What follows belongs to an exercise in optimizing a design on an open flow for small area; a production flow would make more cautious choices.
In this exercise RTL edits were held to simulation tests only and were not proved equivalent to the original.
Power is estimated from default activity; no workload was simulated.

### design/flow/constraint.sdc
create_clock -name core_clock -period 10.0 [get_ports {clk}]
set_input_delay 2.0000 -clock core_clock [delete_from_list [all_inputs] [get_ports {clk}]]
set_output_delay 2.0000 -clock core_clock [all_outputs]
set_load 0.01 [all_outputs]
### design/flow/design.v
`timescale 1ns / 1ps
module divider #(
parameter N = 50000000,
	      WIDTH = 32
)
(
    input clk,
    input rst,
    output reg clk_out,
    output rise
);
reg [WIDTH-1:0]counter;
assign rise = (counter == N-1) && !clk_out;
always @(posedge clk) begin
	if (rst) begin
		counter <= 0;
	end
	else if (counter == N-1) begin
		counter <= 0;
	end
	else begin
		counter <= counter + 1;
	end
end
always @(posedge clk) begin
	if (rst) begin
		clk_out <= 0;
	end
	else if (counter == N-1) begin
		clk_out <= !clk_out;
	end
end
endmodule
`timescale 1ns / 1ps
module coin_collector(one_yuan, ten_yuan, op_start, amount_value, clk, status, counter, g1_bought, g2_bought,
cancel, rst, reset);
input one_yuan;
input ten_yuan;
input clk;
input [3:0] status;
input g1_bought;
input g2_bought;
input cancel;
input rst;
input reset;
output reg [7:0] amount_value;
output reg op_start;
output reg counter;
reg bought_lock;
always @(posedge clk) begin
if (reset) begin
    amount_value<=0;
    op_start<=0;
    counter<=0;
    bought_lock<=0;
end
else begin
if(one_yuan==1) begin
    if(counter==0) begin
    amount_value<=(amount_value+2)>30?amount_value:amount_value+2;
    counter<=1;
    end
end
else if(ten_yuan==1) begin
        if(counter==0) begin
        amount_value<=(amount_value+20)>30?amount_value:amount_value+20;
        counter<=1;
        end
        end
else begin
    counter<=0;
end
if(g1_bought==1) begin
if(bought_lock==0) begin
amount_value<=amount_value-5;
bought_lock<=1;
end
end
else if(g2_bought==1) begin
if(bought_lock==0) begin
amount_value<=amount_value-10;
bought_lock<=1;
end
end
else begin
bought_lock<=0;
end
if(amount_value!=0 && status==1) begin
  op_start<=1;
end
if(status!=1) begin
  op_start<=0;
end
if(cancel==1||rst==0) begin
amount_value<=0;
end
end
end
endmodule  
`timescale 1ns / 1ps
module VMControl(
reset, rst, clk, op_start, coin_value, cancel, buy_g1, buy_g2, on, occupy, get_good, ret_coin, ret_value, good1, good2, status, display_mode,
g1_bought, g2_bought
);
input reset;
input rst;
input clk;
input op_start;
input [7:0] coin_value;
input cancel;
input buy_g1;
input buy_g2;
output reg on;
output reg occupy;
output reg get_good;
output reg ret_coin;
output reg [7:0] ret_value;
output reg good1;
output reg good2;
output reg g1_bought;
output reg g2_bought;
output reg [3:0] status;
output reg [3:0] display_mode;
reg [7:0] amount_twopfive;
reg [7:0] amount_five;
reg buy_lock, cancel_lock, wait_type;
wire clk_n;
reg [31:0] counter;
parameter S_off=0, S0=1, S1=2, S2=3, S3=4, S4=5, S5=6, S6=7, S_wait=8;
parameter WAIT_CYCLES = 500;
always @(posedge clk) begin
if (reset) begin
  amount_twopfive<=5;
  amount_five<=5;
  status<=S_off;
  on<=0;
  occupy<=0;
  get_good<=0;
  ret_coin<=0;
  ret_value<=0;
  good1<=0;
  good2<=0;
  g1_bought<=0;
  g2_bought<=0;
  display_mode<=0;
  buy_lock<=0;
  cancel_lock<=0;
  wait_type<=0;
  counter<=0;
end
else
case (status)
  S_off : begin
    on<=0;
    occupy<=0;
    get_good<=0;
    ret_coin<=0;
    ret_value<=0;
    good1<=0;
    good2<=0;
    ret_value<=coin_value;
	if(rst==1) begin
	status<=S0;
	end
  end
  S0 : begin
    on<=1;
    occupy<=0;
    get_good<=0;
    ret_coin<=0;
    ret_value<=coin_value;
    good1<=0;
    good2<=0;
    display_mode<=0;
    if(op_start==1) begin
      status<=S1;
    end
	else if(rst==0) begin
	status<=S_off;
	end
  end
  S1: begin
    on<=1;
    occupy<=1;
    get_good<=0;
    ret_coin<=0;
    ret_value<=coin_value;
    good1<=0;
    good2<=0;
    if(coin_value<5) begin
      status<=S1;
    end
    else if(coin_value<10) begin
      if(amount_twopfive==0) begin
        status<=S1;
      end
      else begin
        status<=S2;
      end
    end
    else begin
      if(amount_twopfive==0&&amount_five==0) begin
        status<=S1;
      end
      else if(amount_twopfive!=0 && amount_five==0) begin
        status<=S2;
      end
      else if(amount_twopfive==0 && amount_five!=0) begin
        status<=S3;
      end
      else begin
        status<=S4;
      end
    end
	if(rst==0) begin
	status<=S6;
	end
	else if(cancel==1) begin
	cancel_lock<=1;
	status<=S6;
	end
  end
  S2: begin
    on<=1;
    occupy<=1;
    get_good<=0;
    ret_coin<=0;
    ret_value<=coin_value;
    good1<=1;
    good2<=0;
    if(coin_value<10) begin
      status<=S2;
    end
    else if(amount_five==0) begin
      status<=S2;
    end
    else begin
      status<=S4;
    end
	if(rst==0) begin
	status<=S6;
	end
	if(buy_g1==1 && buy_lock==0) begin
	amount_twopfive<=amount_twopfive-1;
	buy_lock<=1;
	g1_bought<=1;
	status<=S5;
	end
	if(cancel==1) begin
	cancel_lock<=1;
	status<=S6;
	end
  end
  S3: begin
    on<=1;
    occupy<=1;
    get_good<=0;
    ret_coin<=0;
    ret_value<=coin_value;
    good1<=0;
    good2<=1;
	if(rst==0) begin
	status<=S6;
	end
	if(buy_g2==1 && buy_lock==0) begin
	amount_five<=amount_five-1;
	buy_lock<=1;
	g2_bought<=1;
	status<=S5;
	end
	if(cancel==1) begin
	cancel_lock<=1;
	status<=S6;
	end
  end
  S4: begin
    on<=1;
    occupy<=1;
    get_good<=0;
    ret_coin<=0;
    ret_value<=coin_value;
    good1<=1;
    good2<=1;
	if(rst==0) begin
	status<=S6;
	end
	if(buy_g1==1 && buy_lock==0) begin
	amount_twopfive<=amount_twopfive-1;
	buy_lock<=1;
	g1_bought<=1;
	status<=S5;
	end
	if(buy_g2==1 && buy_lock==0) begin
	amount_five<=amount_five-1;
	buy_lock<=1;
	g2_bought<=1;
	status<=S5;
	end
	if(cancel==1) begin
	cancel_lock<=1;
	status<=S6;
	end
  end
  S5: begin
  on<=1;
  occupy<=1;
  ret_coin<=0;
  ret_value<=coin_value;
  get_good<=1;
  if(buy_g1==0||buy_g2==0) begin
  buy_lock<=0;
  status<=S_wait;
  wait_type<=0;
  end
  end
  S6: begin
  on<=1;
  occupy<=1;
  get_good<=0;
  ret_coin<=1;
  ret_value<=coin_value;
  good1<=0;
  good2<=0;
  cancel_lock<=0;
  status<=S_wait;
  wait_type<=1;
  end
  S_wait: begin
  if(!wait_type) begin
  if(counter!=WAIT_CYCLES) begin
    on<=1;
    occupy<=1;
    ret_coin<=0;
    ret_value<=coin_value;
      if(coin_value<5) begin
          good1<=0; good2<=0;
        end
        else if(coin_value<10) begin
          if(amount_twopfive==0) begin
            good1<=0; good2<=0;
          end
          else begin
            good1<=1; good2<=0;
          end
        end
        else begin
          if(amount_twopfive==0&&amount_five==0) begin
            good1<=0; good2<=0;
          end
          else if(amount_twopfive!=0 && amount_five==0) begin
            good1<=1; good2<=0;
          end
          else if(amount_twopfive==0 && amount_five!=0) begin
            good1<=0; good2<=1;
          end
          else begin
            good1<=1; good2<=1;
          end
        end
    get_good<=1;
    g1_bought<=0;
      g2_bought<=0;
    counter<=counter+1;
    end
  else if(counter==WAIT_CYCLES) begin
    on<=1;
    occupy<=1;
    ret_coin<=0;
    ret_value<=coin_value;
    get_good<=0;
    g1_bought<=0;
      g2_bought<=0;
    counter<=0;
    status<=S1;
    end
    end
  else begin
  if(counter!=WAIT_CYCLES) begin
      on<=1;
      occupy<=1;
      get_good<=0;
      ret_coin<=1;
      ret_value<=coin_value;
      good1<=0;
      good2<=0;
      counter<=counter+1;
      end
  else if(counter==WAIT_CYCLES) begin
      on<=1;
      occupy<=0;
      get_good<=0;
      ret_coin<=0;
      ret_value<=0;
      good1<=0;
      good2<=0;
      counter<=0;
      status<=S0;
      end
  end
  end
  default: begin
  end
endcase
end
endmodule  
`timescale 1ns / 1ps
module display(
clk,
reset,
rst,
occupy,
coin_value,
AN,
seg_out
    );
input reset;
input rst;
input clk;
input occupy;
input [7:0] coin_value;
output reg [7:0] AN;
output reg [7:0] seg_out;
reg [2:0] scan;
reg [4:0] data;
reg [7:0] temp;
parameter DIV_N = 50;
reg [4:0] data_q;
reg [7:0] seg_q;
wire clk_n;
wire scan_step;
divider #(DIV_N, 32) div(clk,reset,clk_n,scan_step);
always @(posedge clk) begin
	if(reset) begin
		scan<=0;
	end
	else if(scan_step) begin
		scan<=scan+1;
	end
end
always @(posedge clk) begin
	if(reset) begin
		data_q<=5'b11111;
		seg_q<=8'b11111111;
	end
	else begin
		data_q<=data;
		seg_q<=seg_out;
	end
end
always @* begin
if(rst==0) begin
	AN=8'b00000000;
end
else begin
if(occupy==1) begin
	case(scan)
	3'b001: AN=8'b11111110;
	3'b010: AN=8'b11111101;
	3'b011: AN=8'b11111011;
	default: AN=8'b11111111;
	endcase
end
else begin
case(scan)
	3'b001: AN=8'b11110111;
	3'b010: AN=8'b11101111;
	3'b011: AN=8'b11011111;
	3'b100: AN=8'b10111111;
	3'b101: AN=8'b01111111;
	default: AN=8'b11111111;
	endcase
	end
end
end
always @* begin
temp=coin_value>>1;
data=data_q;
if(rst==0) begin
	data=31;
end
else begin
	if(occupy==0) begin
		case(AN)
		8'b11110111: data=0;
		8'b11101111: data=1;
		8'b11011111: data=2;
		8'b10111111: data=3;
		8'b01111111: data=4;
		endcase
	end
	else begin
	if(coin_value<20) begin
				if((coin_value-(temp<<1))==1) begin
		case(AN)
		8'b11111110: data=5'b10101;
		8'b11111101: data=temp[4:0];
		8'b11111011: data=5'b11111;
		endcase
		end
		else begin
		case(AN)
		8'b11111110: data=5'b10000;
		8'b11111101: data=temp[4:0];
		8'b11111011: data=5'b11111;
		endcase
		end
	end
	else begin
				if((coin_value-(temp<<1))==1) begin
		case(AN)
		8'b11111110: data=5'b10101;
		8'b11111101: data=temp[4:0]-10;
		8'b11111011: data=5'b10001;
		endcase
		end
		else begin
		case(AN)
		8'b11111110: data=5'b10000;
		8'b11111101: data=temp[4:0]-10;
		8'b11111011: data=5'b10001;
		endcase
		end
	end
	end
end
end
always @* begin
seg_out=seg_q;
if(occupy==1) begin
	case(data) 
	5'b00000: seg_out=8'b01000000;   
	5'b00001: seg_out=8'b01111001;   
	5'b00010: seg_out=8'b00100100;   
	5'b00011: seg_out=8'b00110000;   
	5'b00100: seg_out=8'b00011001;   
	5'b00101: seg_out=8'b00010010;   
	5'b00110: seg_out=8'b00000010;   
	5'b00111: seg_out=8'b01111000;   
	5'b01000: seg_out=8'b00000000;   
	5'b01001: seg_out=8'b00010000;   
	5'b10000: seg_out=8'b11000000;   
	5'b10001: seg_out=8'b11111001;   
	5'b10010: seg_out=8'b10100100;   
	5'b10011: seg_out=8'b10110000;   
	5'b10100: seg_out=8'b10011001;   
	5'b10101: seg_out=8'b10010010;   
	5'b10110: seg_out=8'b10000010;   
	5'b10111: seg_out=8'b11111000;   
	5'b11000: seg_out=8'b10000000;   
	5'b11001: seg_out=8'b10010000;   
	5'b11111: seg_out=8'b11111111;
	endcase
	end
	else begin
	case(data) 
	5'b00000: seg_out=8'b11000000;   
	5'b00001: seg_out=8'b11000111;   
	5'b00010: seg_out=8'b11000111;   
	5'b00011: seg_out=8'b10000110;   
	5'b00100: seg_out=8'b10001001;   
	default:  seg_out=8'b11111111;
	endcase
	end
end
endmodule
`timescale 1ns / 1ps
module VM(one_yuan, ten_yuan, clk, rst, cancel, buy_g1, buy_g2, on , occupy, get_good, ret_coin, good1, good2, AN, seg_out,status, reset);
input one_yuan;
input ten_yuan;
input clk;
input rst;
input cancel;
input buy_g1;
input buy_g2;
input reset;
output on;
output occupy;
output get_good;
output ret_coin;
output good1;
output good2;
output [7:0] AN;
output [7:0] seg_out;
output wire [3:0] status;
wire op_start;
wire [7:0] amount_value;
wire [7:0] ret_value;
wire [3:0] display_mode;
wire g1_bought, g2_bought;
wire counter;
coin_collector cc(one_yuan, ten_yuan, op_start, amount_value, clk, status, counter, g1_bought, g2_bought, cancel, rst, reset);
VMControl control(reset, rst, clk, op_start, amount_value, cancel, buy_g1, buy_g2, on, occupy, get_good, ret_coin, ret_value, good1, good2, status, display_mode, g1_bought, g2_bought);
display dis(clk, reset, rst, occupy, amount_value, AN, seg_out);
endmodule
### design/flow/run.sh
#!/bin/bash
# synth_recipe.tcl (not shown) runs the flow's synth.tcl, then flattens the netlist and writes it again
# the make line also repeats each setting of config.mk as NAME=value (left out here)
make -C /OpenROAD-flow-scripts/flow DESIGN_CONFIG=/design/flow/config.mk WORK_HOME=/design/flow/orfs CLKGATE_MAP_FILE= SYNTH_SCRIPT=/design/flow/synth_recipe.tcl finish
### design/flow/config.mk
export PLATFORM = sky130hd
export DESIGN_NAME = VM
export DESIGN_NICKNAME = VM
export VERILOG_FILES = /design/flow/design.v
export SDC_FILE = /design/flow/constraint.sdc
export NUM_CORES = 4
export LEC_CHECK = 0
export CAP_MARGIN = 20
export CORE_MARGIN = 2
export CORE_UTILIZATION = 40
export SLEW_MARGIN = 20
==> summary.txt <==
[state kept, by name, indices dropped and copies added (netlist names), 3 cells and up]
| register | flops |
|---|---|
| control.status | 4 |
| dis.data_q | 5 |
| control.amount_five | 8 |
| dis.div.counter | 32 |
| control.amount_twopfive | 8 |
| control.counter | 32 |
| dis.seg_q | 8 |
| dis.scan | 3 |
| cc.amount_value | 8 |
[synth_stat cells, types with 7 or more instances]
library cell	number	share of area [%]
buf_2	7	0.49
and3_1	19	1.7
nand2b_1	10	0.88
a31oi_1	12	1.1
o21ai_0	36	2.5
nor2_1	147	7.7
o211ai_1	8	0.84
clkbuf_1	32	1.7
a21oi_1	51	3.6
nand3_1	39	2.7
dfxtp_1	122	34
nor3_1	28	2.0
xnor2_1	35	4.3
nand4_1	11	0.96
a211oi_1	17	1.8
nor4_1	14	1.2
and2_1	9	0.79
xor2_1	46	5.6
inv_1	27	1.4
nor2b_1	9	0.79
nand2_1	80	4.2
nor4b_1	7	0.86
ha_1	24	4.2
[layout make-up]
cell class	instances	share of cell area, %
clock inverters	12	1.98
repair buffers	38	4.47
clock buffers	20	5.43
inverters	29	1.32
multi-input cells	713	53.7
well taps	225	3.42
flip-flops and latches	122	29.7
[per-stage QoR]
step | worst slack (ps) | utilization, % | std cells
finish | 2100 | 47.4 | 1159
global route | 1750 | 47.4 | 1159
CTS | 2140 | 47.4 | 1159
detailed placement | 2140 | 43.9 | 1127
global placement | 2260 | 43.9 | 1127
floorplan | 3990 | - | 907
[path summary, 6_finish.rpt]
| kind | start | to | slack [ps] | depth (start not counted) |
|---|---|---|---|---|
| max | rst | seg_out[1] | 2100 | 11 |
| min | dis.div.counter[0] | dis.div.counter[0] | 460 | 1 |
| max reg2reg | dis.scan[2] | dis.seg_q[1] | 5480 | 10 |
| min reg2reg | dis.div.counter[0] | dis.div.counter[0] | 460 | 1 |
[metal layers]
| metal | up-vias | wire length (um) | part of all wire [%] |
|---|---|---|---|
| li1 | 3268 | - | - |
| met1 | 2931 | 8450 | 50 |
| met2 | 128 | 7570 | 45 |
| met3 | 22 | 746 | 4.4 |
| met4 | 0 | 241 | 1.4 |
| met5 | - | 0 | 0 |
[logic make-up (layout without fill, tap and decap cells)]
kind of cell,Yosys count,after routing,synth area share (%)
xor+xnor,81,81,9.93
fa+ha+maj,24,24,4.20
compound gates,198,198,19.0
flops,122,122,34.2
mux,5,5,0.701
buf+inv,72,99,4.12
simple gates,405,405,27.9
[where the power goes]
group	total [mW]	leakage [nW]	switching (mW)	internal, mW
clock	0.636	0.292	0.234	0.402
sequential	0.496	0.985	0.00672	0.489
combinational	0.0542	1.69	0.0334	0.0208
total	1.19	2.97	0.274	0.912
==> flow_metrics.env <==
export IMPL_ir_drop_uv=118
export IMPL_p_leak_nw=2.97
export IMPL_ios=34
export IMPL_fillCellCount=1687
export IMPL_dieArea_sq_um=18900
export IMPL_tns_ps=0
export IMPL_globalRouteTotalUtil_pct=18.9
export IMPL_antenna_found_initial=0
export IMPL_min_period_ps=7900
export IMPL_synth_cell_types=79
export IMPL_tightest_slew_ps=995
export IMPL_initial_utilization_pct=41.2
export IMPL_clockRootBuffer="clkbuf_16"
export IMPL_cts_resized=0
export IMPL_core_sq_um=17400
export IMPL_netlist_instances=907
export IMPL_cp_slowest_cell="o31ai_2"
export IMPL_final_cell_mix="nor2_1, dfxtp_1, nand2_1"
export IMPL_drt_total_wl_um=17000
export IMPL_die_width_um=138
export IMPL_post_dp_hpwl_um=11600
export IMPL_cp_cell_sequence="clkdlybuf4s50_1 -> buf_4 -> nor2b_1 -> o211ai_1 -> nor3_2 -> a211oi_1 -> o31ai_2 -> o21ai_1 -> a211o_1 -> a31o_1 -> clkdlybuf4s50_1"
export IMPL_busiest_layer="met2"
export IMPL_multiInputGateArea_sq_um=4410
export IMPL_viasPerCell=5.48
export IMPL_maxCapViolCount=0
export IMPL_clock_latency_ps=420
export IMPL_rsz0062_at_grt="no"
export IMPL_setup_viol=0
export IMPL_antenna_left=0
export IMPL_first_global_vias=5720
export IMPL_grtUsageMet2_pct=29.0
export IMPL_powerDensity_nw_per_um2=144
export IMPL_synth_seq_cells=122
export IMPL_startpoint_type="input pin"
export IMPL_dr_first_iter_drc_count=561
export IMPL_regArea_sq_um=2440
export IMPL_syn_num_nets=939
export IMPL_die_h_um=138
export IMPL_post_cts_buffers=0
export IMPL_totalPowerFinal_mw=1.19
export IMPL_cts_htree_levels=4
export IMPL_area_delta_synth_final_pct=15.1
export IMPL_synth_flop_cell="dfxtp_1"
export IMPL_grt_max_degree=36
export IMPL_ctsHoldBuffers=0
export IMPL_slew_headroom_pct=33.3
export IMPL_worstSetupEndpointType="primary output"
export IMPL_grtUsageMet3_pct=4.01
export IMPL_cts_tree="built"
export IMPL_synth_avg_cell_area_sq_um=7.88
export IMPL_grt_overflow=0
export IMPL_firstDrtPassIters=7
export IMPL_drc=0
export IMPL_clock_path_buffers=2
export IMPL_finalCritPeriodShare_pct=79.0
export IMPL_rows=48
export IMPL_clk_pin_slew_ps=50
export IMPL_cpMostUsedCell="clkdlybuf4s50_1"
export IMPL_numCtsBuffers=17
export IMPL_fin_area_sq_um=8220
export IMPL_arrival_ps=5900
export IMPL_final_setup_skew_ps=10.3
export IMPL_grt_pass1_wl_um=28600
export IMPL_place_area_sq_um=7610
export IMPL_cpPeakStageDelay_ps=810
export IMPL_cpLargestDelayFamily="compound AO/OA/AOI/OAI gates"
export IMPL_yosysSeqAreaShare_pct=34.2
export IMPL_path_class="in2out"
export IMPL_grt_met1_usage_pct=26.2
export IMPL_status="timing/DRC/antenna clean"
export IMPL_final_common_cell="nor2_1"
export IMPL_slew_violations=0
export IMPL_wire_per_inst_um=14.7
export IMPL_whs_ps=464
export IMPL_final_nets=953
export IMPL_drive_gt1_share_pct=5.67
export IMPL_synth_edf_count=0
export IMPL_cp_max_fo=22
export IMPL_ys_warn_count=4
export IMPL_diodes=0
export IMPL_fmax_ghz=0.127
export IMPL_hold_class="reg2reg"
export IMPL_num_vias=6349
export IMPL_critical_path_required_ps=8000
export IMPL_path_buf_inv=3
export IMPL_hold_viol=0
export IMPL_gp_congestion=0.814
export IMPL_async_reset_ff_share_pct=0
export IMPL_io_buffers=33
export IMPL_synth_area_sq_um=7140
export IMPL_clkSinkCount=122

==> re-timing with driven ports <==
How much do the figures lean on ideal ports? The routed layout below was timed once more, with nothing changed but the port constraints.
Step 1 (the two cells are an assumption about what drives the block):
set clk [get_ports {clk}]
set_driving_cell -lib_cell sky130_fd_sc_hd__clkbuf_16 $clk
set_driving_cell -lib_cell sky130_fd_sc_hd__buf_2 [delete_from_list [all_inputs] $clk]
Step 2 also shifts input and output timing later by t, the mid clock arrival at the registers, as if the neighbouring blocks saw the same clock.
Slacks: no drivers / after step 1 / after step 2; pairs: no drivers / after step 1.
t (ns): 0.463
slack for setup (ns): 2.105 / 2.079 / 2.079
hold WS [ns]: 0.464 / 0.464 / 0.464
worst setup path after step 2: input to output
worst slew at a driven data input, ns: 0.04
After both steps setup and hold are still met in this run. For this run, drivers alone change the setup slack by -0.026 ns; drivers and shift together by -0.026 ns.
